From an optimization exercise on the open Yosys and OpenROAD flow, aimed at small area; shortcuts taken in it are not production practice.
Where RTL was checked, it was by simulation tests only, not by an equivalence proof against the original.
No functional check of the RTL was part of run 1.

## design/flow/config.mk

```make
export PLATFORM = sky130hd
export DESIGN_NAME = pipelined_fir
export DESIGN_NICKNAME = pipelined_fir
export VERILOG_FILES = /design/flow/design.v
export SDC_FILE = /design/flow/constraint.sdc
export NUM_CORES = 4
export LEC_CHECK = 0
export CAP_MARGIN = 20
export CORE_MARGIN = 2
export CORE_UTILIZATION = 60
export GPL_TIMING_DRIVEN = 0
export SLEW_MARGIN = 20
export SYNTH_HIERARCHICAL = 1
```

## design/flow/constraint.sdc

```tcl
create_clock -name core_clock -period 8.0 [get_ports {clk}]
set_input_delay 1.6000 -clock core_clock [delete_from_list [all_inputs] [get_ports {clk}]]
set_output_delay 1.6000 -clock core_clock [all_outputs]
set_load 0.01 [all_outputs]
```

## design/flow/design.v

```verilog
module pipelined_fir(clk,reset,xn,yn);
input clk,reset;
input signed [15:0] xn;
output wire signed [15:0] yn;
reg [15:0] a, b;
reg [17:0] e, f;   
reg [15:0] yr;
wire [15:0] ysum;
wire n1 = ~b[1];
wire n2 = ~b[2];
wire n3 = ~b[3];
wire n4 = ~b[4];
wire n5 = ~b[5];
wire n6 = ~b[6];
wire n7 = ~b[7];
wire n8 = ~b[8];
wire n9 = ~b[9];
wire n10 = ~b[10];
wire n11 = ~b[11];
wire n12 = ~b[12];
wire n13 = ~b[13];
wire n14 = ~b[14];
wire n15 = ~b[15];
wire n46 = ~a[0];
wire n47 = ~a[1];
wire n48 = ~a[2];
wire n49 = ~a[3];
wire n50 = ~a[4];
wire n51 = ~a[5];
wire n52 = ~a[6];
wire n53 = ~a[7];
wire n54 = ~a[8];
wire n55 = ~a[9];
wire n56 = ~a[10];
wire n57 = ~a[11];
wire n58 = ~a[12];
wire n59 = ~a[13];
wire n60 = ~a[14];
wire n61 = ~a[15];
wire n62 = ~b[0];
wire n63 = ~e[1];
wire n64 = ~e[2];
wire n65 = ~e[3];
wire n66 = ~e[4];
wire n67 = ~e[5];
wire n68 = ~e[6];
wire n69 = ~e[7];
wire n70 = ~e[8];
wire n71 = ~e[9];
wire n72 = ~e[10];
wire n73 = ~e[11];
wire n74 = ~e[12];
wire n75 = ~e[13];
wire n76 = ~e[14];
wire n77 = ~e[15];
wire n78 = ~ev[1];
wire n79 = ~e[0];
wire n80 = ~ev[0];
wire n81 = ~f[0];
wire n82 = ~f[16];
always @(posedge clk or posedge reset)
  if (reset) begin
    a <= 16'h0000; b <= 16'h0000; yr <= 16'h0000; e <= 18'b001111111111111110; f <= 18'b001111111111111110;
  end else begin
    a <= xn; b <= a; yr <= ysum; e <= e_next; f <= {ev, e[15:0]};
  end
assign yn = yr;
wire [17:0] e_next;
wire ep = e[17] ^ ~a[15];
wire [1:0] ev;
assign ev[0] = ep ^ ~e[16];
assign ev[1] = ep ? e[16] : e[17];
wire s16, c17;
fir_ha u_s16 (.a(n1), .b(xn[0]), .s(s16), .co(c17));
wire s18, c19;
fir_fa u_s18 (.a(n2), .b(xn[1]), .c(c17), .s(s18), .co(c19));
wire s20, c21;
fir_fa u_s20 (.a(n3), .b(xn[2]), .c(c19), .s(s20), .co(c21));
wire s22, c23;
fir_fa u_s22 (.a(n4), .b(xn[3]), .c(c21), .s(s22), .co(c23));
wire s24, c25;
fir_fa u_s24 (.a(n5), .b(xn[4]), .c(c23), .s(s24), .co(c25));
wire s26, c27;
fir_fa u_s26 (.a(n6), .b(xn[5]), .c(c25), .s(s26), .co(c27));
wire s28, c29;
fir_fa u_s28 (.a(n7), .b(xn[6]), .c(c27), .s(s28), .co(c29));
wire s30, c31;
fir_fa u_s30 (.a(n8), .b(xn[7]), .c(c29), .s(s30), .co(c31));
wire s32, c33;
fir_fa u_s32 (.a(n9), .b(xn[8]), .c(c31), .s(s32), .co(c33));
wire s34, c35;
fir_fa u_s34 (.a(n10), .b(xn[9]), .c(c33), .s(s34), .co(c35));
wire s36, c37;
fir_fa u_s36 (.a(n11), .b(xn[10]), .c(c35), .s(s36), .co(c37));
wire s38, c39;
fir_fa u_s38 (.a(n12), .b(xn[11]), .c(c37), .s(s38), .co(c39));
wire s40, c41;
fir_fa u_s40 (.a(n13), .b(xn[12]), .c(c39), .s(s40), .co(c41));
wire s42, c43;
fir_fa u_s42 (.a(n14), .b(xn[13]), .c(c41), .s(s42), .co(c43));
wire s44, c45;
fir_fa u_s44 (.a(n15), .b(xn[14]), .c(c43), .s(s44), .co(c45));
wire s83, c84;
fir_ha u_s83 (.a(e[0]), .b(n46), .s(s83), .co(c84));
wire s85, c86;
fir_fa u_s85 (.a(b[0]), .b(n47), .c(n63), .s(s85), .co(c86));
wire s87, c88;
fir_ha u_s87 (.a(c84), .b(s85), .s(s87), .co(c88));
wire s89, c90;
fir_fa u_s89 (.a(b[1]), .b(e[0]), .c(n48), .s(s89), .co(c90));
wire s91, c92;
fir_fa u_s91 (.a(n64), .b(c86), .c(s89), .s(s91), .co(c92));
wire s93, c94;
fir_ha u_s93 (.a(c88), .b(s91), .s(s93), .co(c94));
wire s95, c96;
fir_fa u_s95 (.a(b[2]), .b(n49), .c(n63), .s(s95), .co(c96));
wire s97, c98;
fir_fa u_s97 (.a(n65), .b(n81), .c(c90), .s(s97), .co(c98));
wire s99, c100;
fir_fa u_s99 (.a(s95), .b(c92), .c(s97), .s(s99), .co(c100));
wire s101, c102;
fir_fa u_s101 (.a(a[0]), .b(b[3]), .c(f[1]), .s(s101), .co(c102));
wire s103, c104;
fir_fa u_s103 (.a(n50), .b(n64), .c(n66), .s(s103), .co(c104));
wire s105, c106;
fir_fa u_s105 (.a(c96), .b(s101), .c(s103), .s(s105), .co(c106));
wire s107, c108;
fir_ha u_s107 (.a(c98), .b(s105), .s(s107), .co(c108));
wire s109, c110;
fir_fa u_s109 (.a(a[1]), .b(b[4]), .c(e[0]), .s(s109), .co(c110));
wire s111, c112;
fir_fa u_s111 (.a(f[2]), .b(n51), .c(n65), .s(s111), .co(c112));
wire s113, c114;
fir_ha u_s113 (.a(n67), .b(n81), .s(s113), .co(c114));
wire s115, c116;
fir_fa u_s115 (.a(s113), .b(c102), .c(c104), .s(s115), .co(c116));
wire s117, c118;
fir_fa u_s117 (.a(s109), .b(s111), .c(c106), .s(s117), .co(c118));
wire s119, c120;
fir_fa u_s119 (.a(s115), .b(c108), .c(s117), .s(s119), .co(c120));
wire s121, c122;
fir_fa u_s121 (.a(a[2]), .b(b[5]), .c(f[1]), .s(s121), .co(c122));
wire s123, c124;
fir_fa u_s123 (.a(f[3]), .b(n52), .c(n63), .s(s123), .co(c124));
wire s125, c126;
fir_fa u_s125 (.a(n66), .b(n68), .c(c114), .s(s125), .co(c126));
wire s127, c128;
fir_fa u_s127 (.a(c110), .b(c112), .c(s121), .s(s127), .co(c128));
wire s129, c130;
fir_fa u_s129 (.a(s123), .b(s125), .c(c116), .s(s129), .co(c130));
wire s131, c132;
fir_fa u_s131 (.a(s127), .b(c118), .c(s129), .s(s131), .co(c132));
wire s133, c134;
fir_fa u_s133 (.a(a[0]), .b(a[3]), .c(b[6]), .s(s133), .co(c134));
wire s135, c136;
fir_fa u_s135 (.a(f[2]), .b(f[4]), .c(n53), .s(s135), .co(c136));
wire s137, c138;
fir_fa u_s137 (.a(n64), .b(n67), .c(n69), .s(s137), .co(c138));
wire s139, c140;
fir_fa u_s139 (.a(c122), .b(c124), .c(s133), .s(s139), .co(c140));
wire s141, c142;
fir_ha u_s141 (.a(s135), .b(s137), .s(s141), .co(c142));
wire s143, c144;
fir_fa u_s143 (.a(c126), .b(s141), .c(c128), .s(s143), .co(c144));
wire s145, c146;
fir_fa u_s145 (.a(s139), .b(c130), .c(s143), .s(s145), .co(c146));
wire s147, c148;
fir_fa u_s147 (.a(a[1]), .b(a[4]), .c(b[7]), .s(s147), .co(c148));
wire s149, c150;
fir_fa u_s149 (.a(f[3]), .b(f[5]), .c(n54), .s(s149), .co(c150));
wire s151, c152;
fir_fa u_s151 (.a(n62), .b(n65), .c(n68), .s(s151), .co(c152));
wire s153, c154;
fir_fa u_s153 (.a(n70), .b(n81), .c(c134), .s(s153), .co(c154));
wire s155, c156;
fir_fa u_s155 (.a(c136), .b(c138), .c(s147), .s(s155), .co(c156));
wire s157, c158;
fir_fa u_s157 (.a(s149), .b(s151), .c(c142), .s(s157), .co(c158));
wire s159, c160;
fir_fa u_s159 (.a(c140), .b(s153), .c(s155), .s(s159), .co(c160));
wire s161, c162;
fir_fa u_s161 (.a(s157), .b(c144), .c(s159), .s(s161), .co(c162));
wire s163, c164;
fir_fa u_s163 (.a(a[2]), .b(a[5]), .c(b[8]), .s(s163), .co(c164));
wire s165, c166;
fir_fa u_s165 (.a(f[1]), .b(f[4]), .c(f[6]), .s(s165), .co(c166));
wire s167, c168;
fir_fa u_s167 (.a(n1), .b(n46), .c(n55), .s(s167), .co(c168));
wire s169, c170;
fir_fa u_s169 (.a(n66), .b(n69), .c(n71), .s(s169), .co(c170));
wire s171, c172;
fir_fa u_s171 (.a(c148), .b(c150), .c(c152), .s(s171), .co(c172));
wire s173, c174;
fir_fa u_s173 (.a(s163), .b(s165), .c(s167), .s(s173), .co(c174));
wire s175, c176;
fir_fa u_s175 (.a(s169), .b(c154), .c(c156), .s(s175), .co(c176));
wire s177, c178;
fir_fa u_s177 (.a(s171), .b(s173), .c(c158), .s(s177), .co(c178));
wire s179, c180;
fir_fa u_s179 (.a(c160), .b(s175), .c(s177), .s(s179), .co(c180));
wire s181, c182;
fir_fa u_s181 (.a(a[3]), .b(a[6]), .c(b[9]), .s(s181), .co(c182));
wire s183, c184;
fir_fa u_s183 (.a(f[2]), .b(f[5]), .c(f[7]), .s(s183), .co(c184));
wire s185, c186;
fir_fa u_s185 (.a(n2), .b(n47), .c(n56), .s(s185), .co(c186));
wire s187, c188;
fir_fa u_s187 (.a(n67), .b(n70), .c(n72), .s(s187), .co(c188));
wire s189, c190;
fir_fa u_s189 (.a(n79), .b(c164), .c(c166), .s(s189), .co(c190));
wire s191, c192;
fir_fa u_s191 (.a(c168), .b(c170), .c(s181), .s(s191), .co(c192));
wire s193, c194;
fir_fa u_s193 (.a(s183), .b(s185), .c(s187), .s(s193), .co(c194));
wire s195, c196;
fir_fa u_s195 (.a(c172), .b(s189), .c(c174), .s(s195), .co(c196));
wire s197, c198;
fir_fa u_s197 (.a(s191), .b(s193), .c(c176), .s(s197), .co(c198));
wire s199, c200;
fir_fa u_s199 (.a(s195), .b(c178), .c(s197), .s(s199), .co(c200));
wire s201, c202;
fir_fa u_s201 (.a(a[4]), .b(a[7]), .c(b[10]), .s(s201), .co(c202));
wire s203, c204;
fir_fa u_s203 (.a(e[1]), .b(f[3]), .c(f[6]), .s(s203), .co(c204));
wire s205, c206;
fir_fa u_s205 (.a(f[8]), .b(n3), .c(n48), .s(s205), .co(c206));
wire s207, c208;
fir_fa u_s207 (.a(n57), .b(n68), .c(n71), .s(s207), .co(c208));
wire s209, c210;
fir_fa u_s209 (.a(n73), .b(n81), .c(c182), .s(s209), .co(c210));
wire s211, c212;
fir_fa u_s211 (.a(c184), .b(c186), .c(c188), .s(s211), .co(c212));
wire s213, c214;
fir_fa u_s213 (.a(s201), .b(s203), .c(s205), .s(s213), .co(c214));
wire s215, c216;
fir_fa u_s215 (.a(s207), .b(c190), .c(c192), .s(s215), .co(c216));
wire s217, c218;
fir_fa u_s217 (.a(s209), .b(c194), .c(s211), .s(s217), .co(c218));
wire s219, c220;
fir_fa u_s219 (.a(s213), .b(c196), .c(s215), .s(s219), .co(c220));
wire s221, c222;
fir_fa u_s221 (.a(s217), .b(c198), .c(s219), .s(s221), .co(c222));
wire s223, c224;
fir_fa u_s223 (.a(a[5]), .b(a[8]), .c(b[11]), .s(s223), .co(c224));
wire s225, c226;
fir_fa u_s225 (.a(e[2]), .b(f[1]), .c(f[4]), .s(s225), .co(c226));
wire s227, c228;
fir_fa u_s227 (.a(f[7]), .b(f[9]), .c(n4), .s(s227), .co(c228));
wire s229, c230;
fir_fa u_s229 (.a(n49), .b(n58), .c(n69), .s(s229), .co(c230));
wire s231, c232;
fir_fa u_s231 (.a(n72), .b(n74), .c(n79), .s(s231), .co(c232));
wire s233, c234;
fir_fa u_s233 (.a(c202), .b(c204), .c(c206), .s(s233), .co(c234));
wire s235, c236;
fir_fa u_s235 (.a(c208), .b(s223), .c(s225), .s(s235), .co(c236));
wire s237, c238;
fir_fa u_s237 (.a(s227), .b(s229), .c(s231), .s(s237), .co(c238));
wire s239, c240;
fir_fa u_s239 (.a(c210), .b(c212), .c(c214), .s(s239), .co(c240));
wire s241, c242;
fir_fa u_s241 (.a(s233), .b(s235), .c(s237), .s(s241), .co(c242));
wire s243, c244;
fir_fa u_s243 (.a(c216), .b(c218), .c(s239), .s(s243), .co(c244));
wire s245, c246;
fir_fa u_s245 (.a(s241), .b(c220), .c(s243), .s(s245), .co(c246));
wire s247, c248;
fir_fa u_s247 (.a(a[6]), .b(a[9]), .c(b[12]), .s(s247), .co(c248));
wire s249, c250;
fir_fa u_s249 (.a(e[1]), .b(e[3]), .c(f[10]), .s(s249), .co(c250));
wire s251, c252;
fir_fa u_s251 (.a(f[2]), .b(f[5]), .c(f[8]), .s(s251), .co(c252));
wire s253, c254;
fir_fa u_s253 (.a(n5), .b(n50), .c(n59), .s(s253), .co(c254));
wire s255, c256;
fir_fa u_s255 (.a(n70), .b(n73), .c(n75), .s(s255), .co(c256));
wire s257, c258;
fir_fa u_s257 (.a(c224), .b(c226), .c(c228), .s(s257), .co(c258));
wire s259, c260;
fir_fa u_s259 (.a(c230), .b(c232), .c(s247), .s(s259), .co(c260));
wire s261, c262;
fir_fa u_s261 (.a(s249), .b(s251), .c(s253), .s(s261), .co(c262));
wire s263, c264;
fir_fa u_s263 (.a(s255), .b(c234), .c(c236), .s(s263), .co(c264));
wire s265, c266;
fir_fa u_s265 (.a(c238), .b(s257), .c(s259), .s(s265), .co(c266));
wire s267, c268;
fir_fa u_s267 (.a(s261), .b(c240), .c(s263), .s(s267), .co(c268));
wire s269, c270;
fir_fa u_s269 (.a(c242), .b(s265), .c(c244), .s(s269), .co(c270));
wire s271, c272;
fir_fa u_s271 (.a(s267), .b(c246), .c(s269), .s(s271), .co(c272));
wire s273, c274;
fir_fa u_s273 (.a(a[10]), .b(a[7]), .c(b[13]), .s(s273), .co(c274));
wire s275, c276;
fir_fa u_s275 (.a(e[2]), .b(e[4]), .c(f[11]), .s(s275), .co(c276));
wire s277, c278;
fir_fa u_s277 (.a(f[3]), .b(f[6]), .c(f[9]), .s(s277), .co(c278));
wire s279, c280;
fir_fa u_s279 (.a(n46), .b(n51), .c(n6), .s(s279), .co(c280));
wire s281, c282;
fir_fa u_s281 (.a(n60), .b(n62), .c(n71), .s(s281), .co(c282));
wire s283, c284;
fir_fa u_s283 (.a(n74), .b(n76), .c(n79), .s(s283), .co(c284));
wire s285, c286;
fir_fa u_s285 (.a(n81), .b(c248), .c(c250), .s(s285), .co(c286));
wire s287, c288;
fir_fa u_s287 (.a(c252), .b(c254), .c(c256), .s(s287), .co(c288));
wire s289, c290;
fir_fa u_s289 (.a(s273), .b(s275), .c(s277), .s(s289), .co(c290));
wire s291, c292;
fir_fa u_s291 (.a(s279), .b(s281), .c(s283), .s(s291), .co(c292));
wire s293, c294;
fir_fa u_s293 (.a(c258), .b(c260), .c(s285), .s(s293), .co(c294));
wire s295, c296;
fir_fa u_s295 (.a(c262), .b(s287), .c(s289), .s(s295), .co(c296));
wire s297, c298;
fir_fa u_s297 (.a(s291), .b(c264), .c(c266), .s(s297), .co(c298));
wire s299, c300;
fir_fa u_s299 (.a(s293), .b(s295), .c(c268), .s(s299), .co(c300));
wire s301, c302;
fir_fa u_s301 (.a(s297), .b(c270), .c(s299), .s(s301), .co(c302));
wire s303, c304;
fir_fa u_s303 (.a(a[11]), .b(a[15]), .c(a[8]), .s(s303), .co(c304));
wire s305, c306;
fir_fa u_s305 (.a(b[14]), .b(e[1]), .c(e[3]), .s(s305), .co(c306));
wire s307, c308;
fir_fa u_s307 (.a(e[5]), .b(f[10]), .c(f[12]), .s(s307), .co(c308));
wire s309, c310;
fir_fa u_s309 (.a(f[1]), .b(f[4]), .c(f[7]), .s(s309), .co(c310));
wire s311, c312;
fir_fa u_s311 (.a(n1), .b(n47), .c(n52), .s(s311), .co(c312));
wire s313, c314;
fir_fa u_s313 (.a(n7), .b(n72), .c(n75), .s(s313), .co(c314));
wire s315, c316;
fir_fa u_s315 (.a(n77), .b(c274), .c(c276), .s(s315), .co(c316));
wire s317, c318;
fir_fa u_s317 (.a(c278), .b(c280), .c(c282), .s(s317), .co(c318));
wire s319, c320;
fir_fa u_s319 (.a(c284), .b(s303), .c(s305), .s(s319), .co(c320));
wire s321, c322;
fir_fa u_s321 (.a(s307), .b(s309), .c(s311), .s(s321), .co(c322));
wire s323, c324;
fir_fa u_s323 (.a(s313), .b(c286), .c(c288), .s(s323), .co(c324));
wire s325, c326;
fir_fa u_s325 (.a(c290), .b(s315), .c(c292), .s(s325), .co(c326));
wire s327, c328;
fir_fa u_s327 (.a(s317), .b(s319), .c(s321), .s(s327), .co(c328));
wire s329, c330;
fir_fa u_s329 (.a(c294), .b(c296), .c(s323), .s(s329), .co(c330));
wire s331, c332;
fir_ha u_s331 (.a(s325), .b(s327), .s(s331), .co(c332));
wire s333, c334;
fir_fa u_s333 (.a(s331), .b(c298), .c(s329), .s(s333), .co(c334));
wire s335, c336;
fir_fa u_s335 (.a(c300), .b(s333), .c(c302), .s(s335), .co(c336));
wire s337, c338;
fir_fa u_s337 (.a(a[12]), .b(a[9]), .c(e[2]), .s(s337), .co(c338));
wire s339, c340;
fir_fa u_s339 (.a(e[4]), .b(e[6]), .c(ev[0]), .s(s339), .co(c340));
wire s341, c342;
fir_fa u_s341 (.a(f[11]), .b(f[13]), .c(f[2]), .s(s341), .co(c342));
wire s343, c344;
fir_fa u_s343 (.a(f[5]), .b(f[8]), .c(n15), .s(s343), .co(c344));
wire s345, c346;
fir_fa u_s345 (.a(n2), .b(n48), .c(n53), .s(s345), .co(c346));
wire s347, c348;
fir_fa u_s347 (.a(n73), .b(n76), .c(n8), .s(s347), .co(c348));
wire s349, c350;
fir_fa u_s349 (.a(c304), .b(c306), .c(c308), .s(s349), .co(c350));
wire s351, c352;
fir_fa u_s351 (.a(c310), .b(c312), .c(c314), .s(s351), .co(c352));
wire s353, c354;
fir_fa u_s353 (.a(s337), .b(s339), .c(s341), .s(s353), .co(c354));
wire s355, c356;
fir_fa u_s355 (.a(s343), .b(s345), .c(s347), .s(s355), .co(c356));
wire s357, c358;
fir_fa u_s357 (.a(c316), .b(c318), .c(c320), .s(s357), .co(c358));
wire s359, c360;
fir_fa u_s359 (.a(s349), .b(c322), .c(s351), .s(s359), .co(c360));
wire s361, c362;
fir_fa u_s361 (.a(s353), .b(s355), .c(c324), .s(s361), .co(c362));
wire s363, c364;
fir_fa u_s363 (.a(c326), .b(s357), .c(c328), .s(s363), .co(c364));
wire s365, c366;
fir_fa u_s365 (.a(s359), .b(c332), .c(c330), .s(s365), .co(c366));
wire s367, c368;
fir_fa u_s367 (.a(s361), .b(s363), .c(c334), .s(s367), .co(c368));
wire s369, c370;
fir_fa u_s369 (.a(s365), .b(s367), .c(c336), .s(s369), .co(c370));
wire s371, c372;
fir_fa u_s371 (.a(a[10]), .b(a[13]), .c(e[3]), .s(s371), .co(c372));
wire s373, c374;
fir_fa u_s373 (.a(e[5]), .b(e[7]), .c(f[12]), .s(s373), .co(c374));
wire s375, c376;
fir_fa u_s375 (.a(f[14]), .b(f[3]), .c(f[6]), .s(s375), .co(c376));
wire s377, c378;
fir_fa u_s377 (.a(f[9]), .b(n3), .c(n49), .s(s377), .co(c378));
wire s379, c380;
fir_fa u_s379 (.a(n54), .b(n74), .c(n77), .s(s379), .co(c380));
wire s381, c382;
fir_fa u_s381 (.a(n78), .b(n9), .c(c338), .s(s381), .co(c382));
wire s383, c384;
fir_fa u_s383 (.a(c340), .b(c342), .c(c344), .s(s383), .co(c384));
wire s385, c386;
fir_fa u_s385 (.a(c346), .b(c348), .c(s371), .s(s385), .co(c386));
wire s387, c388;
fir_fa u_s387 (.a(s373), .b(s375), .c(s377), .s(s387), .co(c388));
wire s389, c390;
fir_fa u_s389 (.a(s379), .b(c350), .c(c352), .s(s389), .co(c390));
wire s391, c392;
fir_fa u_s391 (.a(c354), .b(s381), .c(c356), .s(s391), .co(c392));
wire s393, c394;
fir_fa u_s393 (.a(s383), .b(s385), .c(s387), .s(s393), .co(c394));
wire s395, c396;
fir_fa u_s395 (.a(c358), .b(c360), .c(s389), .s(s395), .co(c396));
wire s397, c398;
fir_fa u_s397 (.a(s391), .b(s393), .c(c362), .s(s397), .co(c398));
wire s399, c400;
fir_fa u_s399 (.a(c364), .b(s395), .c(c366), .s(s399), .co(c400));
wire s401, c402;
fir_fa u_s401 (.a(s397), .b(c368), .c(s399), .s(s401), .co(c402));
wire s403, c404;
fir_fa u_s403 (.a(a[11]), .b(a[14]), .c(e[4]), .s(s403), .co(c404));
wire s405, c406;
fir_fa u_s405 (.a(e[6]), .b(e[8]), .c(ev[0]), .s(s405), .co(c406));
wire s407, c408;
fir_fa u_s407 (.a(f[10]), .b(f[13]), .c(f[15]), .s(s407), .co(c408));
wire s409, c410;
fir_fa u_s409 (.a(f[4]), .b(f[7]), .c(n10), .s(s409), .co(c410));
wire s411, c412;
fir_fa u_s411 (.a(n4), .b(n50), .c(n55), .s(s411), .co(c412));
wire s413, c414;
fir_fa u_s413 (.a(n75), .b(c372), .c(c374), .s(s413), .co(c414));
wire s415, c416;
fir_fa u_s415 (.a(c376), .b(c378), .c(c380), .s(s415), .co(c416));
wire s417, c418;
fir_fa u_s417 (.a(s403), .b(s405), .c(s407), .s(s417), .co(c418));
wire s419, c420;
fir_ha u_s419 (.a(s409), .b(s411), .s(s419), .co(c420));
wire s421, c422;
fir_fa u_s421 (.a(s419), .b(c382), .c(c384), .s(s421), .co(c422));
wire s423, c424;
fir_fa u_s423 (.a(c386), .b(s413), .c(c388), .s(s423), .co(c424));
wire s425, c426;
fir_fa u_s425 (.a(s415), .b(s417), .c(c390), .s(s425), .co(c426));
wire s427, c428;
fir_fa u_s427 (.a(c392), .b(s421), .c(c394), .s(s427), .co(c428));
wire s429, c430;
fir_fa u_s429 (.a(s423), .b(c396), .c(s425), .s(s429), .co(c430));
wire s431, c432;
fir_fa u_s431 (.a(s427), .b(c398), .c(s429), .s(s431), .co(c432));
wire s433, c434;
fir_fa u_s433 (.a(c400), .b(s431), .c(c402), .s(s433), .co(c434));
wire s435, c436;
fir_fa u_s435 (.a(a[12]), .b(e[5]), .c(e[7]), .s(s435), .co(c436));
wire s437, c438;
fir_fa u_s437 (.a(e[9]), .b(f[11]), .c(f[14]), .s(s437), .co(c438));
wire s439, c440;
fir_fa u_s439 (.a(f[5]), .b(f[8]), .c(n11), .s(s439), .co(c440));
wire s441, c442;
fir_fa u_s441 (.a(n5), .b(n51), .c(n56), .s(s441), .co(c442));
wire s443, c444;
fir_fa u_s443 (.a(n61), .b(n76), .c(n78), .s(s443), .co(c444));
wire s445, c446;
fir_fa u_s445 (.a(n82), .b(c404), .c(c406), .s(s445), .co(c446));
wire s447, c448;
fir_fa u_s447 (.a(c408), .b(c410), .c(c412), .s(s447), .co(c448));
wire s449, c450;
fir_fa u_s449 (.a(s435), .b(s437), .c(s439), .s(s449), .co(c450));
wire s451, c452;
fir_ha u_s451 (.a(s441), .b(s443), .s(s451), .co(c452));
wire s453, c454;
fir_fa u_s453 (.a(c420), .b(s451), .c(c414), .s(s453), .co(c454));
wire s455, c456;
fir_fa u_s455 (.a(c416), .b(c418), .c(s445), .s(s455), .co(c456));
wire s457, c458;
fir_fa u_s457 (.a(s447), .b(s449), .c(c422), .s(s457), .co(c458));
wire s459, c460;
fir_fa u_s459 (.a(s453), .b(c424), .c(s455), .s(s459), .co(c460));
wire s461, c462;
fir_fa u_s461 (.a(c426), .b(s457), .c(c428), .s(s461), .co(c462));
wire s463, c464;
fir_fa u_s463 (.a(s459), .b(c430), .c(s461), .s(s463), .co(c464));
wire s465, c466;
fir_fa u_s465 (.a(c432), .b(s463), .c(c434), .s(s465), .co(c466));
wire s467, c468;
fir_fa u_s467 (.a(a[13]), .b(e[10]), .c(e[6]), .s(s467), .co(c468));
wire s469, c470;
fir_fa u_s469 (.a(e[8]), .b(f[12]), .c(f[15]), .s(s469), .co(c470));
wire s471, c472;
fir_fa u_s471 (.a(f[17]), .b(f[6]), .c(f[9]), .s(s471), .co(c472));
wire s473, c474;
fir_fa u_s473 (.a(n12), .b(n52), .c(n57), .s(s473), .co(c474));
wire s475, c476;
fir_ha u_s475 (.a(n6), .b(n77), .s(s475), .co(c476));
wire s477, c478;
fir_fa u_s477 (.a(s475), .b(c436), .c(c438), .s(s477), .co(c478));
wire s479, c480;
fir_fa u_s479 (.a(c440), .b(c442), .c(c444), .s(s479), .co(c480));
wire s481, c482;
fir_fa u_s481 (.a(s467), .b(s469), .c(s471), .s(s481), .co(c482));
wire s483, c484;
fir_fa u_s483 (.a(s473), .b(c452), .c(c446), .s(s483), .co(c484));
wire s485, c486;
fir_fa u_s485 (.a(c448), .b(s477), .c(c450), .s(s485), .co(c486));
wire s487, c488;
fir_fa u_s487 (.a(s479), .b(s481), .c(c454), .s(s487), .co(c488));
wire s489, c490;
fir_fa u_s489 (.a(c456), .b(s483), .c(s485), .s(s489), .co(c490));
wire s491, c492;
fir_fa u_s491 (.a(c458), .b(s487), .c(c460), .s(s491), .co(c492));
wire s493, c494;
fir_fa u_s493 (.a(s489), .b(c462), .c(s491), .s(s493), .co(c494));
wire s495, c496;
fir_fa u_s495 (.a(c464), .b(s493), .c(c466), .s(s495), .co(c496));
wire s497, c498;
fir_fa u_s497 (.a(a[14]), .b(e[11]), .c(e[7]), .s(s497), .co(c498));
wire s499, c500;
fir_fa u_s499 (.a(e[9]), .b(ev[0]), .c(f[10]), .s(s499), .co(c500));
wire s501, c502;
fir_fa u_s501 (.a(f[13]), .b(f[7]), .c(n13), .s(s501), .co(c502));
wire s503, c504;
fir_fa u_s503 (.a(n53), .b(n58), .c(n7), .s(s503), .co(c504));
wire s505, c506;
fir_fa u_s505 (.a(n82), .b(c476), .c(c468), .s(s505), .co(c506));
wire s507, c508;
fir_fa u_s507 (.a(c470), .b(c472), .c(c474), .s(s507), .co(c508));
wire s509, c510;
fir_fa u_s509 (.a(s497), .b(s499), .c(s501), .s(s509), .co(c510));
wire s511, c512;
fir_fa u_s511 (.a(s503), .b(c478), .c(c480), .s(s511), .co(c512));
wire s513, c514;
fir_fa u_s513 (.a(c482), .b(s505), .c(s507), .s(s513), .co(c514));
wire s515, c516;
fir_fa u_s515 (.a(s509), .b(c484), .c(c486), .s(s515), .co(c516));
wire s517, c518;
fir_fa u_s517 (.a(s511), .b(s513), .c(c488), .s(s517), .co(c518));
wire s519, c520;
fir_fa u_s519 (.a(c490), .b(s515), .c(s517), .s(s519), .co(c520));
wire s521, c522;
fir_fa u_s521 (.a(c492), .b(s519), .c(c494), .s(s521), .co(c522));
wire s523, c524;
fir_fa u_s523 (.a(e[10]), .b(e[12]), .c(e[8]), .s(s523), .co(c524));
wire s525, c526;
fir_fa u_s525 (.a(f[11]), .b(f[14]), .c(f[17]), .s(s525), .co(c526));
wire s527, c528;
fir_fa u_s527 (.a(f[8]), .b(n14), .c(n54), .s(s527), .co(c528));
wire s529, c530;
fir_fa u_s529 (.a(n59), .b(n61), .c(n78), .s(s529), .co(c530));
wire s531, c532;
fir_fa u_s531 (.a(n8), .b(c498), .c(c500), .s(s531), .co(c532));
wire s533, c534;
fir_fa u_s533 (.a(c502), .b(c504), .c(s523), .s(s533), .co(c534));
wire s535, c536;
fir_fa u_s535 (.a(s525), .b(s527), .c(s529), .s(s535), .co(c536));
wire s537, c538;
fir_fa u_s537 (.a(c506), .b(c508), .c(s531), .s(s537), .co(c538));
wire s539, c540;
fir_fa u_s539 (.a(c510), .b(s533), .c(s535), .s(s539), .co(c540));
wire s541, c542;
fir_fa u_s541 (.a(c512), .b(c514), .c(s537), .s(s541), .co(c542));
wire s543, c544;
fir_fa u_s543 (.a(s539), .b(c516), .c(s541), .s(s543), .co(c544));
wire s545, c546;
fir_fa u_s545 (.a(c518), .b(s543), .c(c520), .s(s545), .co(c546));
wire s547, c548;
fir_fa u_s547 (.a(b[15]), .b(e[11]), .c(e[13]), .s(s547), .co(c548));
wire s549, c550;
fir_fa u_s549 (.a(e[9]), .b(f[12]), .c(f[15]), .s(s549), .co(c550));
wire s551, c552;
fir_fa u_s551 (.a(f[9]), .b(n55), .c(n60), .s(s551), .co(c552));
wire s553, c554;
fir_fa u_s553 (.a(n9), .b(c524), .c(c526), .s(s553), .co(c554));
wire s555, c556;
fir_fa u_s555 (.a(c528), .b(c530), .c(s547), .s(s555), .co(c556));
wire s557, c558;
fir_ha u_s557 (.a(s549), .b(s551), .s(s557), .co(c558));
wire s559, c560;
fir_fa u_s559 (.a(s557), .b(c532), .c(c534), .s(s559), .co(c560));
wire s561, c562;
fir_fa u_s561 (.a(s553), .b(c536), .c(s555), .s(s561), .co(c562));
wire s563, c564;
fir_fa u_s563 (.a(c538), .b(s559), .c(c540), .s(s563), .co(c564));
wire s565, c566;
fir_fa u_s565 (.a(s561), .b(c542), .c(s563), .s(s565), .co(c566));
wire s567, c568;
fir_fa u_s567 (.a(c544), .b(s565), .c(c546), .s(s567), .co(c568));
wire s569, c570;
fir_fa u_s569 (.a(a[15]), .b(e[10]), .c(e[12]), .s(s569), .co(c570));
wire s571, c572;
fir_fa u_s571 (.a(e[14]), .b(f[10]), .c(f[13]), .s(s571), .co(c572));
wire s573, c574;
fir_fa u_s573 (.a(n10), .b(n56), .c(n82), .s(s573), .co(c574));
wire s575, c576;
fir_fa u_s575 (.a(c548), .b(c550), .c(c552), .s(s575), .co(c576));
wire s577, c578;
fir_fa u_s577 (.a(s569), .b(s571), .c(s573), .s(s577), .co(c578));
wire s579, c580;
fir_fa u_s579 (.a(c558), .b(c554), .c(c556), .s(s579), .co(c580));
wire s581, c582;
fir_ha u_s581 (.a(s575), .b(s577), .s(s581), .co(c582));
wire s583, c584;
fir_fa u_s583 (.a(s581), .b(c560), .c(c562), .s(s583), .co(c584));
wire s585, c586;
fir_fa u_s585 (.a(s579), .b(c564), .c(s583), .s(s585), .co(c586));
wire s587, c588;
fir_fa u_s587 (.a(c566), .b(s585), .c(c568), .s(s587), .co(c588));
wire s589, c590;
fir_fa u_s589 (.a(e[11]), .b(e[13]), .c(e[15]), .s(s589), .co(c590));
wire s591, c592;
fir_fa u_s591 (.a(f[11]), .b(f[14]), .c(f[17]), .s(s591), .co(c592));
wire s593, c594;
fir_ha u_s593 (.a(n11), .b(n57), .s(s593), .co(c594));
wire s595, c596;
fir_fa u_s595 (.a(s593), .b(c570), .c(c572), .s(s595), .co(c596));
wire s597, c598;
fir_fa u_s597 (.a(c574), .b(s589), .c(s591), .s(s597), .co(c598));
wire s599, c600;
fir_fa u_s599 (.a(c576), .b(s595), .c(c578), .s(s599), .co(c600));
wire s601, c602;
fir_fa u_s601 (.a(s597), .b(c582), .c(c580), .s(s601), .co(c602));
wire s603, c604;
fir_fa u_s603 (.a(s599), .b(c584), .c(s601), .s(s603), .co(c604));
wire s605, c606;
fir_fa u_s605 (.a(c586), .b(s603), .c(c588), .s(s605), .co(c606));
wire s607, c608;
fir_fa u_s607 (.a(e[12]), .b(e[14]), .c(f[12]), .s(s607), .co(c608));
wire s609, c610;
fir_fa u_s609 (.a(f[15]), .b(n12), .c(n58), .s(s609), .co(c610));
wire s611, c612;
fir_fa u_s611 (.a(n80), .b(c594), .c(c590), .s(s611), .co(c612));
wire s613, c614;
fir_fa u_s613 (.a(c592), .b(s607), .c(s609), .s(s613), .co(c614));
wire s615, c616;
fir_fa u_s615 (.a(c596), .b(c598), .c(s611), .s(s615), .co(c616));
wire s617, c618;
fir_fa u_s617 (.a(s613), .b(c600), .c(s615), .s(s617), .co(c618));
wire s619, c620;
fir_fa u_s619 (.a(c602), .b(s617), .c(c604), .s(s619), .co(c620));
wire s621, c622;
fir_fa u_s621 (.a(e[13]), .b(e[15]), .c(ev[1]), .s(s621), .co(c622));
wire s623, c624;
fir_fa u_s623 (.a(f[13]), .b(n13), .c(n59), .s(s623), .co(c624));
wire s625, c626;
fir_fa u_s625 (.a(n82), .b(c608), .c(c610), .s(s625), .co(c626));
wire s627, c628;
fir_fa u_s627 (.a(s621), .b(s623), .c(c612), .s(s627), .co(c628));
wire s629, c630;
fir_fa u_s629 (.a(c614), .b(s625), .c(c616), .s(s629), .co(c630));
wire s631, c632;
fir_fa u_s631 (.a(s627), .b(c618), .c(s629), .s(s631), .co(c632));
wire s633, c634;
fir_fa u_s633 (.a(e[14]), .b(f[14]), .c(f[17]), .s(s633), .co(c634));
wire s635, c636;
fir_fa u_s635 (.a(n14), .b(n60), .c(n80), .s(s635), .co(c636));
wire s637, c638;
fir_fa u_s637 (.a(c622), .b(c624), .c(s633), .s(s637), .co(c638));
wire s639, c640;
fir_fa u_s639 (.a(s635), .b(c626), .c(s637), .s(s639), .co(c640));
wire s641, c642;
fir_fa u_s641 (.a(c628), .b(s639), .c(c630), .s(s641), .co(c642));
wire s643, c644;
fir_fa u_s643 (.a(a[15]), .b(b[15]), .c(e[15]), .s(s643), .co(c644));
wire s645, c646;
fir_fa u_s645 (.a(ev[1]), .b(f[15]), .c(c634), .s(s645), .co(c646));
wire s647, c648;
fir_fa u_s647 (.a(c636), .b(s643), .c(c638), .s(s647), .co(c648));
wire s649, c650;
fir_fa u_s649 (.a(s645), .b(c640), .c(s647), .s(s649), .co(c650));
wire s651, c652;
fir_fa u_s651 (.a(n80), .b(n82), .c(c644), .s(s651), .co(c652));
wire s653, c654;
fir_fa u_s653 (.a(c646), .b(s651), .c(c648), .s(s653), .co(c654));
wire s655 = ev[1] ^ f[17];
wire s656 = s655 ^ c652 ^ c654;
wire s657, c658;
fir_ha u_s657 (.a(c94), .b(s99), .s(s657), .co(c658));
wire k659 = ~(s657 | c658);
wire s660, c661;
fir_ha u_s660 (.a(s107), .b(c100), .s(s660), .co(c661));
wire k662 = ~(s660 | c661);
wire s663, c664;
fir_ha u_s663 (.a(c120), .b(s131), .s(s663), .co(c664));
wire k665 = ~(s663 | c664);
wire s666, c667;
fir_ha u_s666 (.a(c132), .b(s145), .s(s666), .co(c667));
wire k668 = ~(s666 | c667);
wire s669, c670;
fir_ha u_s669 (.a(c146), .b(s161), .s(s669), .co(c670));
wire k671 = ~(s669 | c670);
wire s672, c673;
fir_ha u_s672 (.a(c162), .b(s179), .s(s672), .co(c673));
wire k674 = ~(s672 | c673);
wire s675, c676;
fir_ha u_s675 (.a(c180), .b(s199), .s(s675), .co(c676));
wire k677 = ~(s675 | c676);
wire s678, c679;
fir_ha u_s678 (.a(c200), .b(s221), .s(s678), .co(c679));
wire k680 = ~(s678 | c679);
wire s681, c682;
fir_ha u_s681 (.a(c222), .b(s245), .s(s681), .co(c682));
wire k683 = ~(s681 | c682);
wire s684, c685;
fir_ha u_s684 (.a(c272), .b(s301), .s(s684), .co(c685));
wire k686 = ~(s684 | c685);
wire s687, c688;
fir_ha u_s687 (.a(s401), .b(c370), .s(s687), .co(c688));
wire k689 = ~(s687 | c688);
wire s690, c691;
fir_ha u_s690 (.a(s521), .b(c496), .s(s690), .co(c691));
wire k692 = ~(s690 | c691);
wire s693, c694;
fir_ha u_s693 (.a(s545), .b(c522), .s(s693), .co(c694));
wire k695 = ~(s693 | c694);
wire s696, c697;
fir_ha u_s696 (.a(s619), .b(c606), .s(s696), .co(c697));
wire k698 = ~(s696 | c697);
wire s699, c700;
fir_ha u_s699 (.a(s631), .b(c620), .s(s699), .co(c700));
wire k701 = ~(s699 | c700);
wire s702, c703;
fir_ha u_s702 (.a(c632), .b(s641), .s(s702), .co(c703));
wire k704 = ~(s702 | c703);
wire s705, c706;
fir_ha u_s705 (.a(s649), .b(c642), .s(s705), .co(c706));
wire k707 = ~(s705 | c706);
wire s708, c709;
fir_ha u_s708 (.a(c650), .b(s653), .s(s708), .co(c709));
wire k710 = ~(s708 | c709);
wire P711 = ~s87 & ~s83;
wire P712 = ~s93 & P711;
wire P713 = s657 & P712;
wire G714 = k662 | s660 & k659;
wire P715 = s660 & P713;
wire G716 = ~s119 & G714;
wire P717 = ~s119 & P715;
wire G718 = k665 | s663 & G716;
wire P719 = s663 & P717;
wire G720 = k668 | s666 & G718;
wire P721 = s666 & P719;
wire G722 = k671 | s669 & G720;
wire P723 = s669 & P721;
wire G724 = k674 | s672 & G722;
wire P725 = s672 & P723;
wire G726 = k677 | s675 & G724;
wire P727 = s675 & P725;
wire G728 = k680 | s678 & G726;
wire P729 = s678 & P727;
wire G730 = k683 | s681 & G728;
wire P731 = s681 & P729;
wire G732 = ~s271 & G730;
wire P733 = ~s271 & P731;
wire G734 = k686 | s684 & G732;
wire P735 = s684 & P733;
wire G736 = ~s335 & G734;
wire P737 = ~s335 & P735;
wire G738 = ~s369 & G736;
wire P739 = ~s369 & P737;
wire G740 = k689 | s687 & G738;
wire P741 = s687 & P739;
wire G742 = ~s433 & G740;
wire P743 = ~s433 & P741;
wire G744 = ~s465 & G742;
wire P745 = ~s465 & P743;
wire G746 = ~s495 & G744;
wire P747 = ~s495 & P745;
wire G748 = k695 | s693 & k692;
wire P749 = s693 & s690;
wire P750 = ~s587 & ~s567;
wire P751 = s696 & ~s605;
wire G752 = k704 | s702 & k701;
wire P753 = s702 & s699;
wire G754 = k710 | s708 & k707;
wire P755 = s708 & s705;
wire G756 = k692 | s690 & G746;
wire P757 = s690 & P747;
wire G758 = G748 | P749 & G746;
wire P759 = P749 & P747;
wire P760 = ~s605 & P750;
wire P761 = P751 & P750;
wire G762 = k707 | s705 & G752;
wire P763 = s705 & P753;
wire G764 = G754 | P755 & G752;
wire P765 = P755 & P753;
wire G766 = ~s567 & G758;
wire P767 = ~s567 & P759;
wire G768 = P750 & G758;
wire P769 = P750 & P759;
wire G770 = P760 & G758;
wire P771 = P760 & P759;
wire G772 = k698 | P761 & G758;
wire P773 = P761 & P759;
wire G774 = ~s656 & G764;
wire P775 = ~s656 & P765;
wire G776 = k701 | s699 & G772;
wire P777 = s699 & P773;
wire G778 = G752 | P753 & G772;
wire P779 = P753 & P773;
wire G780 = G762 | P763 & G772;
wire P781 = P763 & P773;
wire G782 = G764 | P765 & G772;
wire P783 = P765 & P773;
wire G784 = G774 | P775 & G772;
wire P785 = P775 & P773;
wire y786 = ~s369 ^ G736;
wire y787 = s687 ^ G738;
wire y788 = ~s433 ^ G740;
wire y789 = ~s465 ^ G742;
wire y790 = ~s495 ^ G744;
wire y791 = s690 ^ G746;
wire y792 = s693 ^ G756;
wire y793 = ~s567 ^ G758;
wire y794 = ~s587 ^ G766;
wire y795 = ~s605 ^ G768;
wire y796 = s696 ^ G770;
wire y797 = s699 ^ G772;
wire y798 = s702 ^ G776;
wire y799 = s705 ^ G778;
wire y800 = s708 ^ G780;
wire y801 = ~s656 ^ G782;
assign e_next = {b[15], c45, s44, s42, s40, s38, s36, s34, s32, s30, s28, s26, s24, s22, s20, s18, s16, b[0]};
assign ysum = {y801, y800, y799, y798, y797, y796, y795, y794, y793, y792, y791, y790, y789, y788, y787, y786};
endmodule
module fir_fa(a, b, c, s, co);
input a, b, c;
output s, co;
assign s = a ^ b ^ c;
assign co = (a & b) | (a & c) | (b & c);
endmodule
module fir_ha(a, b, s, co);
input a, b;
output s, co;
assign s = a ^ b;
assign co = a & b;
endmodule
```

## design/flow/flow/run.sh

```bash
#!/bin/bash
# Layout flow: the standard flow (standard.sh, with its synthesis
# unchanged), except that the port buffers use the smallest buffer cell and
# clock tree synthesis runs without dummy balancing loads and with one clock
# buffer type. The full make output goes to standard.log in this folder.
set -e
bash standard.sh \
  'BUFFER_PORTS_ARGS=-buffer_cell sky130_fd_sc_hd__buf_1' \
  'CTS_ARGS=-sink_clustering_enable -repair_clock_nets -dont_use_dummy_load -buf_list sky130_fd_sc_hd__clkbuf_8' \
  finish > standard.log 2>&1
```

## design/flow/standard.sh

```bash
#!/bin/bash
# synth_recipe.tcl (not shown) runs the flow's synth.tcl, then flattens the netlist and writes it again
# the make line also repeats each setting of config.mk as NAME=value (left out here)
make -C /OpenROAD-flow-scripts/flow DESIGN_CONFIG=/design/flow/config.mk WORK_HOME=/design/flow/orfs CLKGATE_MAP_FILE= SYNTH_SCRIPT=/design/flow/synth_recipe.tcl "${@:-finish}"
```

==> out/metrics.yaml, run 1 <==
timing:
  slew_headroom_pct: 36.1
  period_share_pct: 89.7
  report.final.hold_viol_count: 0
  slew_violations: 0
  setup_violations: 0
  worstMarginPinSlew_ns: 0.951
  layout_min_cycle_time_ns: 7.17
  rsz0062_at_grt: "false"
  clock.fmax_ghz: 0.139
  fin_worst_skew_ns: 0.0172
  tns_ns: 0
critical_path:
  worst-r2r-cell-count: 19
  crit_type: "flop to flop"
  crit_path_end: "yr[15]$_DFF_PP0_"
  crit_start: "a[15]$_DFF_PP0_"
  critPathMaxFanout: 6
  cp-start-kind: "flop"
  crit_path_end_kind: "flop"
  required_ns: 8.28
  crit_arrival_ns: 7.45
  r2r-end: "yr[15]$_DFF_PP0_"
  r2r-start: "a[15]$_DFF_PP0_"
  r2r_setup_slack_ns: 0.83
clocking:
  cts_tree: "built"
  postCtsResizedCells: 0
  ctsHtreeMaxLevel: 3
  hold_buffers: 0
  clk_latency_ns: 0.36
  clockRootBuffer: "clkbuf_8"
  cts_setup_buffers: 0
  clock_sinks: 84
  clockBufferDepth: 2
  cts_inserted_buffers: 9
  path_clk_slew_ns: 0.09
floorplan:
  core_area_um2: 14600
  dieHeight_um: 127
  std_cell_rows: 44
  dieArea_um2: 16000
  start_util_pct: 61.7
  io_pins: 34
  die_w_um: 127
logic_synthesis:
  synth_flop_cell: "dfrtp_1"
  ys_seq_elements: 84
  syn_inst: 530
  synth_edf_count: 0
  async_reset_ff_share_pct: 100
  synth_cell_type_count: 32
  yosys_warnings: 7
  yosysSeqAreaShare_pct: 23.7
  netlist_area_um2: 9030
  synth_nets: 872
  syn_area_per_cell_um2: 17.0
global_routing:
  grt_overflow: 0
  antenna_found_initial: 0
  track_usage_pct: 30.6
  grt_pass1_vias: 5465
  grt_pass1_wl_mm: 33.7
  grt_start_max_net_pins: 66
drt:
  routed_wl_mm: 21.4
  ant_nets: 0
  drc: 0
  vias_per_cell: 5.79
  vias: 4386
  drt_iter0_markers: 249
  drtPass1Iterations: 4
  avgRoutedWirePerCell_um: 28.3
layout:
  layout.nets: 917
  final_area_um2: 9540
  final_util_pct: 65.1
  multi_input_area_um2: 6650
  final_common_cell: "fa_1"
  n_antenna_cell: 0
  drive_gt1_share_pct: 8.38
  fillCellCount: 1087
  mostFrequentLayoutCells: "287 x fa_1, 63 x inv_1, 54 x dfrtp_1"
  syn2layout_area_growth_pct: 5.63
  seq_area_um2: 2140
placement:
  port_buffers: 33
  placed_cell_area_um2: 9410
  dp_hpwl_mm: 19.0
  gp_congestion: 0.977
status:
  status: "complete, no violations"
run:
  cap_viol_max_count: 0
min_path:
  hold_class: "flop to flop"
per-module statistics from Yosys (local to each module, per instance):
module / cells inside / cell area (um2)
fir_ha: 1 / 12.5
fir_fa: 1 / 20.0
pipelined_fir: 211 / 2880
cell type report:
type / count / share of cell area (%)
multi-input cells: 382 / 69.7
flip-flops and latches: 84 / 22.4
inverters: 64 / 2.54
well taps: 184 / 2.41
repair buffers: 34 / 1.59
clock buffers: 9 / 1.30
Yosys cell counts, types with 2 or more instances:
master / n / area [um2]
fa_1: 287 / 5750
inv_1: 64 / 240
dfrtp_1: 54 / 1350
ha_1: 37 / 463
dfstp_2: 30 / 788
xnor2_1: 9 / 78.8
o21ai_0: 8 / 40.0
xor2_1: 7 / 61.3
nor2_1: 5 / 18.8
a21oi_1: 2 / 10.0
nand2_1: 2 / 7.51
nand2b_1: 2 / 12.5
nand4b_1: 2 / 17.5
o22ai_1: 2 / 12.5
o32ai_1: 2 / 17.5
cells by family after synthesis:
| group | after synthesis | synth area share [%] |
|---|---|---|
| and+or+nand+nor | 19 | 1.45 |
| adders and majority gates | 324 | 68.8 |
| xor gates and xnor gates | 16 | 1.55 |
| DFF | 84 | 23.7 |
| AOI/OAI and AO/OA | 22 | 1.77 |
| muxes | 1 | 0.111 |
| buffers and inverters | 64 | 2.66 |
registers in the layout, summed over array words and instances, names as in the netlist:
register,flops
a,16
f,18
e,18
b,16
yr,16
metrics by stage:
stage	hold slack [ns]	std cells	setup slack, ns
final	0.429	757	0.827
after global routing	0.452	757	0.437
after CTS	0.430	757	0.766
after detailed placement	0.423	748	0.515
after global placement	0.422	747	0.532
after floorplan	0.394	530	0.764
critical path, cell delays in order (launching register included):
cell and delay [ns]:
dfrtp_1 0.62, inv_1 0.27, o21ai_0 0.22, a21boi_1 0.75, fa_1 0.55, ha_1 0.33
fa_1 0.42, fa_1 0.39, fa_1 0.45, fa_1 0.38, fa_1 0.38, fa_1 0.39
fa_1 0.39, fa_1 0.37, ha_1 0.39, nor3b_1 0.08, o22ai_1 0.21, o211ai_2 0.15
a31oi_2 0.20, xnor2_1 0.13
layer usage:
layer	GRT usage [%]	wire length, um
met1	42.2	8360
met3	7.04	1480
met5	0	0
met4	9.11	680
met2	50.3	10900
worst min path at each step:
stage / startpoint / end / slack, ns / depth (start not counted)
floorplan: e[15]$_DFF_PP1_ / f[15]$_DFF_PP1_ / 0.39 / 0
global placement: b[0]$_DFF_PP0_ / e[0]$_DFF_PP0_ / 0.42 / 0
CTS: e[12]$_DFF_PP1_ / f[12]$_DFF_PP1_ / 0.43 / 0
global route: e[12]$_DFF_PP1_ / f[12]$_DFF_PP1_ / 0.45 / 0
finish: e[12]$_DFF_PP1_ / f[12]$_DFF_PP1_ / 0.43 / 0
detailed placement: e[12]$_DFF_PP1_ / f[12]$_DFF_PP1_ / 0.42 / 0
==> run 2, diff against run 1 <==
--- a/design/flow/design.v
+++ b/design/flow/design.v
@@ -766,60 +766,46 @@
 wire G746 = ~s495 & G744;
 wire P747 = ~s495 & P745;
-wire G748 = k695 | s693 & k692;
-wire P749 = s693 & s690;
-wire P750 = ~s587 & ~s567;
-wire P751 = s696 & ~s605;
-wire G752 = k704 | s702 & k701;
-wire P753 = s702 & s699;
-wire G754 = k710 | s708 & k707;
-wire P755 = s708 & s705;
-wire G756 = k692 | s690 & G746;
-wire P757 = s690 & P747;
-wire G758 = G748 | P749 & G746;
-wire P759 = P749 & P747;
-wire P760 = ~s605 & P750;
-wire P761 = P751 & P750;
-wire G762 = k707 | s705 & G752;
-wire P763 = s705 & P753;
-wire G764 = G754 | P755 & G752;
-wire P765 = P755 & P753;
-wire G766 = ~s567 & G758;
-wire P767 = ~s567 & P759;
-wire G768 = P750 & G758;
-wire P769 = P750 & P759;
-wire G770 = P760 & G758;
-wire P771 = P760 & P759;
-wire G772 = k698 | P761 & G758;
-wire P773 = P761 & P759;
-wire G774 = ~s656 & G764;
-wire P775 = ~s656 & P765;
-wire G776 = k701 | s699 & G772;
-wire P777 = s699 & P773;
-wire G778 = G752 | P753 & G772;
-wire P779 = P753 & P773;
-wire G780 = G762 | P763 & G772;
-wire P781 = P763 & P773;
-wire G782 = G764 | P765 & G772;
-wire P783 = P765 & P773;
-wire G784 = G774 | P775 & G772;
-wire P785 = P775 & P773;
-wire y786 = ~s369 ^ G736;
-wire y787 = s687 ^ G738;
-wire y788 = ~s433 ^ G740;
-wire y789 = ~s465 ^ G742;
-wire y790 = ~s495 ^ G744;
-wire y791 = s690 ^ G746;
-wire y792 = s693 ^ G756;
-wire y793 = ~s567 ^ G758;
-wire y794 = ~s587 ^ G766;
-wire y795 = ~s605 ^ G768;
-wire y796 = s696 ^ G770;
-wire y797 = s699 ^ G772;
-wire y798 = s702 ^ G776;
-wire y799 = s705 ^ G778;
-wire y800 = s708 ^ G780;
-wire y801 = ~s656 ^ G782;
+wire G748 = k692 | s690 & G746;
+wire P749 = s690 & P747;
+wire G750 = k695 | s693 & G748;
+wire P751 = s693 & P749;
+wire G752 = ~s567 & G750;
+wire P753 = ~s567 & P751;
+wire G754 = ~s587 & G752;
+wire P755 = ~s587 & P753;
+wire G756 = ~s605 & G754;
+wire P757 = ~s605 & P755;
+wire G758 = k698 | s696 & G756;
+wire P759 = s696 & P757;
+wire G760 = k701 | s699 & G758;
+wire P761 = s699 & P759;
+wire G762 = k704 | s702 & G760;
+wire P763 = s702 & P761;
+wire G764 = k710 | s708 & k707;
+wire P765 = s708 & s705;
+wire G766 = k707 | s705 & G762;
+wire P767 = s705 & P763;
+wire G768 = G764 | P765 & G762;
+wire P769 = P765 & P763;
+wire G770 = ~s656 & G768;
+wire P771 = ~s656 & P769;
+wire y772 = ~s369 ^ G736;
+wire y773 = s687 ^ G738;
+wire y774 = ~s433 ^ G740;
+wire y775 = ~s465 ^ G742;
+wire y776 = ~s495 ^ G744;
+wire y777 = s690 ^ G746;
+wire y778 = s693 ^ G748;
+wire y779 = ~s567 ^ G750;
+wire y780 = ~s587 ^ G752;
+wire y781 = ~s605 ^ G754;
+wire y782 = s696 ^ G756;
+wire y783 = s699 ^ G758;
+wire y784 = s702 ^ G760;
+wire y785 = s705 ^ G762;
+wire y786 = s708 ^ G766;
+wire y787 = ~s656 ^ G768;
 assign e_next = {b[15], c45, s44, s42, s40, s38, s36, s34, s32, s30, s28, s26, s24, s22, s20, s18, s16, b[0]};
-assign ysum = {y801, y800, y799, y798, y797, y796, y795, y794, y793, y792, y791, y790, y789, y788, y787, y786};
+assign ysum = {y787, y786, y785, y784, y783, y782, y781, y780, y779, y778, y777, y776, y775, y774, y773, y772};
 endmodule
 module fir_fa(a, b, c, s, co);
--- a/design/flow/flow/run.sh
+++ b/design/flow/flow/run.sh
@@ -7,4 +7,4 @@
 bash standard.sh \
   'BUFFER_PORTS_ARGS=-buffer_cell sky130_fd_sc_hd__buf_1' \
-  'CTS_ARGS=-sink_clustering_enable -repair_clock_nets -dont_use_dummy_load -buf_list sky130_fd_sc_hd__clkbuf_8' \
+  'CTS_ARGS=-sink_clustering_enable -repair_clock_nets -dont_use_dummy_load -buf_list {sky130_fd_sc_hd__clkbuf_2 sky130_fd_sc_hd__clkbuf_4 sky130_fd_sc_hd__clkbuf_8}' \
   finish > standard.log 2>&1
==> run 2 against run 1 <==
  * Sequential share of layout area is essentially flat
  * Register-to-register slack lost 0.23 ns
  * Utilization grew 0.14 points
  * Clock skew grew 0.015 ns
  * Via count shrank 1.3%
  * Setup slack lost 0.23 ns
  * Hold slack gained 0.0075 ns
  * Critical endpoint is now yr[14]$_DFF_PP0_
  * Largest cell class unchanged
==> out/metrics.yaml, run 2 <==
drt:
  ant_nets: 0
  routed_wl_mm: 20.5
  avgRoutedWirePerCell_um: 27.2
  drt_iter0_markers: 320
  vias: 4328
  drtPass1Iterations: 4
  vias_per_cell: 5.76
  drc: 0
global_routing:
  track_usage_pct: 29.2
  grt_pass1_wl_mm: 32.8
  grt_pass1_vias: 5507
  antenna_found_initial: 0
  grt_overflow: 0
  grt_start_max_net_pins: 66
layout:
  mostFrequentLayoutCells: "287 x fa_1, 63 x inv_1, 54 x dfrtp_1"
  final_common_cell: "fa_1"
  layout.nets: 913
  top_regs: "e: 18 flops, f: 18 flops"
  final_util_pct: 65.3
  seq_area_um2: 2140
  fillCellCount: 1056
  multi_input_area_um2: 6630
  drive_gt1_share_pct: 8.82
  n_antenna_cell: 0
  syn2layout_area_growth_pct: 5.72
placement:
  port_buffers: 33
  dp_slack_ns: 0.356
  gp_congestion: 0.988
  dp_hpwl_mm: 18.4
timing:
  tns_ns: 0
  setup_ws_ns: 0.602
  rsz0062_at_grt: "false"
  fin_worst_skew_ns: 0.0325
  clock.fmax_ghz: 0.135
  setup_violations: 0
  slew_violations: 0
  slew_headroom_pct: 60.3
  period_share_pct: 92.5
  worstMarginPinSlew_ns: 0.593
  report.final.hold_viol_count: 0
  layout_min_cycle_time_ns: 7.40
critical_path:
  worst-r2r-cell-count: 22
  crit_arrival_ns: 7.68
  critPathMaxFanout: 5
  crit_type: "flop to flop"
  required_ns: 8.28
  cp-start-kind: "flop"
  crit_path_end_kind: "flop"
status:
  status: "complete, no violations"
logic_synthesis:
  yosysTopAreaCellShare_pct: 63.8
  synth_common_cells: "287 x fa_1, 64 x inv_1, 54 x dfrtp_1"
  yosys_warnings: 7
  ys_seq_elements: 84
  netlist_area_um2: 9010
  synthTopCellsByArea: "fa_1 64%, dfrtp_1 15%, dfstp_2 8.8%, ha_1 5.4%, inv_1 2.7%"
  yosysSeqAreaShare_pct: 23.8
  synth_cell_type_count: 27
  syn_inst: 524
  synth_edf_count: 0
  synth_flop_cell: "dfrtp_1"
  synth_nets: 868
  async_reset_ff_share_pct: 100
  yosysMostFrequentCell: "fa_1"
  yosysTopAreaCell: "fa_1"
  syn_area_per_cell_um2: 17.2
floorplan:
  std_cell_rows: 44
  dieArea_um2: 16000
  dieHeight_um: 127
  start_util_pct: 61.7
  io_pins: 34
  die_w_um: 127
  core_area_um2: 14600
clocking:
  path_clk_slew_ns: 0.10
  clk_latency_ns: 0.38
  clockBufferDepth: 2
  cts_inserted_buffers: 9
  clockRootBuffer: "clkbuf_8"
  clock_sinks: 84
  ctsHtreeMaxLevel: 3
  cts_tree: "built"
min_path:
  hold_depth: 0
  hold_class: "flop to flop"
run:
  cap_viol_max_count: 0
-- run 2: final timing paths --
kind	start	end	slack, ns
worst max-delay path	e[7]$_DFF_PP1_	yr[14]$_DFF_PP0_	0.60
worst min-delay path	e[3]$_DFF_PP1_	f[3]$_DFF_PP1_	0.44
worst max register to register	e[7]$_DFF_PP1_	yr[14]$_DFF_PP0_	0.60
worst min register to register	e[3]$_DFF_PP1_	f[3]$_DFF_PP1_	0.44
max in group asynchronous	reset	f[4]$_DFF_PP1_	6.15
min in group asynchronous	reset	yr[1]$_DFF_PP0_	1.19
-- run 2: final cells by class --
type                            count  area share, %
Timing Repair Buffer               34           1.59
Sequential cell                    84           22.5
Multi-Input combinational cell    375           69.6
Clock buffer                        9           1.30
Inverter                           65           2.59
Tap cell                          184           2.42
-- run 2: metal layers --
metal / track usage [%] / wire (um)
met2: 48.4 / 10700
met1: 40.6 / 7650
met5: 0 / 0
met3: 5.44 / 1590
met4: 8.73 / 490
-- run 2: worst max-delay path, cell delays in order, from the launching register on --
cell      delay [ns]
dfstp_2         0.67
inv_1           0.17
fa_1            0.42
fa_1            0.53
fa_1            0.46
fa_1            0.50
fa_1            0.40
fa_1            0.40
fa_1            0.41
fa_1            0.38
fa_1            0.38
fa_1            0.37
ha_1            0.34
mux2i_1         0.29
mux2i_1         0.14
ha_1            0.21
ha_1            0.18
ha_1            0.20
nand2b_1        0.20
a31oi_4         0.23
mux2i_4         0.12
a21oi_2         0.16
xnor2_1         0.12
-- run 2: per-module statistics from Yosys, one instance, submodules excluded --
module	cells inside	flops+latches	cell area, um2	times used
pipelined_fir	205	84	2860	1
fir_fa	1	0	20.0	287
fir_ha	1	0	12.5	32
-- run 2: through the flow --
stage | hold WS, ns | instances | instance area, um2
final | 0.437 | 751 | 9520
after global routing | 0.438 | 751 | 9520
after CTS | 0.432 | 751 | 9520
after detailed placement | 0.426 | 742 | 9390
after global placement | 0.429 | 741 | 9360
after floorplan | 0.394 | 524 | 9010
-- run 2: what timing repair did --
action                     in CTS  in global routing
gates resized for setup         0                  1
setup buffers                   0                  0
hold endpoints to repair        0                  0
setup endpoints to repair       0                  2
hold buffers                    0                  0
-- run 2: kinds of logic (layout without fill, tap and decap cells) --
logic type / after synthesis / after routing / synth area share (%)
AO/OA/AOI/OAI: 17 / 17 / 1.44
XOR/XNOR: 14 / 14 / 1.36
adder cells (fa/ha/maj): 326 / 326 / 69.2
buffers and inverters: 65 / 108 / 2.71
flip-flops: 84 / 84 / 23.8
multiplexers: 4 / 4 / 0.583
AND/OR/NAND/NOR: 14 / 14 / 0.944
==> run 3, diff against run 2 <==
--- a/design/flow/flow/run.sh
+++ b/design/flow/flow/run.sh
@@ -7,4 +7,4 @@
 bash standard.sh \
   'BUFFER_PORTS_ARGS=-buffer_cell sky130_fd_sc_hd__buf_1' \
-  'CTS_ARGS=-sink_clustering_enable -repair_clock_nets -dont_use_dummy_load -buf_list {sky130_fd_sc_hd__clkbuf_2 sky130_fd_sc_hd__clkbuf_4 sky130_fd_sc_hd__clkbuf_8}' \
+  'CTS_ARGS=-sink_clustering_enable -repair_clock_nets -dont_use_dummy_load -buf_list sky130_fd_sc_hd__clkbuf_8' \
   finish > standard.log 2>&1
==> run 3 against run 2 <==
  * Area after synthesis unchanged
  * Clock skew unchanged
  * Via count unchanged
  * Cell count unchanged
  * Setup slack unchanged
==> out/metrics.yaml, run 3 <==
status:
  status: "complete, no violations"
run:
  cap_viol_max_count: 0
logic_synthesis:
  async_reset_ff_share_pct: 100
  syn_inst: 524
  yosys_warnings: 7
  synth_flop_cell: "dfrtp_1"
  yosysSeqAreaShare_pct: 23.8
  synth-simple-area-share_pct: 0.945
  ys_seq_elements: 84
  synth_common_cells: "287 x fa_1, 64 x inv_1, 54 x dfrtp_1"
  synthTopCellsByArea: "fa_1 64%, dfrtp_1 15%, dfstp_2 8.8%, ha_1 5.4%, inv_1 2.7%"
  synthAdderAreaFrac_pct: 69.2
  yosysTopAreaCellShare_pct: 63.8
  synth_nets: 868
  netlist_area_um2: 9010
timing:
  report.final.hold_viol_count: 0
  clock.fmax_ghz: 0.135
  worstMarginPinSlew_ns: 0.593
  setup_violations: 0
  tns_ns: 0
  slew_violations: 0
drt:
  avgRoutedWirePerCell_um: 27.2
  drt_iter0_markers: 320
  drtPass1Iterations: 4
  vias: 4328
layout:
  drive_gt1_share_pct: 8.82
  syn2layout_area_growth_pct: 5.72
  n_antenna_cell: 0
  mostFrequentLayoutCells: "287 x fa_1, 63 x inv_1, 54 x dfrtp_1"
clocking:
  clockBufferDepth: 2
  cts_inserted_buffers: 9
  clock_sinks: 84
  hold_buffers: 0
  clockRootBuffer: "clkbuf_8"
floorplan:
  core_area_um2: 14600
  dieArea_um2: 16000
  dieHeight_um: 127
  start_util_pct: 61.7
global_routing:
  grt_overflow: 0
  grt_start_max_net_pins: 66
critical_path:
  crit_arrival_ns: 7.68
  crit_start: "e[7]$_DFF_PP1_"
  crit_path_end_kind: "flop"
placement:
  placed_cell_area_um2: 9390
  port_buffers: 33
min_path:
  hold_class: "flop to flop"
-- run 3: cell counts in the layout (fill, tap and decap cells not counted) --
No cell type changed its count.
-- run 3: timing repair --
| item | CTS | global route |
|---|---|---|
| setup buffers | 0 | 0 |
| setup endpoints to repair | 0 | 2 |
| gates resized for setup | 0 | 1 |
-- run 3: worst paths after layout --
check / cells past startpoint / slack (ns) / end
setup / recovery: 22 / 0.60 / yr[14]$_DFF_PP0_
hold / removal: 0 / 0.44 / f[3]$_DFF_PP1_
setup reg to reg: 22 / 0.60 / yr[14]$_DFF_PP0_
hold reg to reg: 0 / 0.44 / f[3]$_DFF_PP1_
max in group asynchronous: 3 / 6.15 / f[4]$_DFF_PP1_
min in group asynchronous: 2 / 1.19 / yr[1]$_DFF_PP0_
-- run 3: modules after synthesis, one instance, submodules excluded --
module	times used	cell area (um2)	flip-flops and latches	cells inside
pipelined_fir	1	2860	84	205
fir_fa	287	20.0	0	1
fir_ha	32	12.5	0	1
-- run 3: critical path: stages (launching register included) --
cell      delay, ns
dfstp_2        0.67
inv_1          0.17
fa_1           0.42
fa_1           0.53
fa_1           0.46
fa_1           0.50
fa_1           0.40
fa_1           0.40
fa_1           0.41
fa_1           0.38
fa_1           0.38
fa_1           0.37
ha_1           0.34
mux2i_1        0.29
mux2i_1        0.14
ha_1           0.21
ha_1           0.18
ha_1           0.20
nand2b_1       0.20
a31oi_4        0.23
mux2i_4        0.12
a21oi_2        0.16
xnor2_1        0.12
-- run 3: per-layer routing --
metal	GRT usage, %	wire, um	vias up
li1	-	-	1663
met1	40.6	7650	2467
met2	48.4	10700	165
met3	5.44	1590	33
met4	8.73	490	0
met5	0	0	-
-- run 3: kinds of logic (layout without fill, tap and decap cells) --
| family | after synthesis | in the layout |
|---|---|---|
| flip-flops | 84 | 84 |
| buffers and inverters | 65 | 108 |
| XOR/XNOR | 14 | 14 |
| AO/OA/AOI/OAI | 17 | 17 |
| AND/OR/NAND/NOR | 14 | 14 |
| adder cells (fa/ha/maj) | 326 | 326 |
| multiplexers | 4 | 4 |
-- run 3: final cells by class --
cell class | count | area, um2
clock buffer | 9 | 124
inverter | 65 | 246
timing repair buffer | 34 | 151
fill | 1056 | 5070
tap | 184 | 230
multi-input combinational | 375 | 6630
sequential | 84 | 2140
-- run 3: metrics by stage --
stage	instances	worst slack, ns
finish	751	0.602
global route	751	0.223
CTS	751	0.306
detailed placement	742	0.356
global placement	741	0.428
floorplan	524	0.764

## afterwards: timing with drivers on the ports
In the flow no input, the clock included, has a driving cell. The finished layouts below were timed again as built, in two steps. Step 1: set_driving_cell puts a clkbuf_16 on clk and a buf_2 on each other input, an assumption about the parent block. Step 2 also shifts input and output timing later by t, the mid clock arrival at the registers, as if the neighbouring blocks saw the same clock. a / b / c = no drivers / after step 1 / after step 2; a / b = the first two.
| run | shift t [ns] | setup slack, ns | worst data-port slew with drivers (ns) |
|---|---|---|---|
| run 1 | 0.394 | 0.827 / 0.827 / 0.522 | 0.03 |
| run 2 | 0.396 | 0.602 / 0.602 / 0.509 | 0.03 |
| run 3 | 0.396 | 0.602 / 0.602 / 0.509 | 0.03 |
After both steps every run listed still meets setup and hold. The setup slack of run 1, which loses most, moves by 0.000 ns with the drivers and by -0.305 ns with both steps.
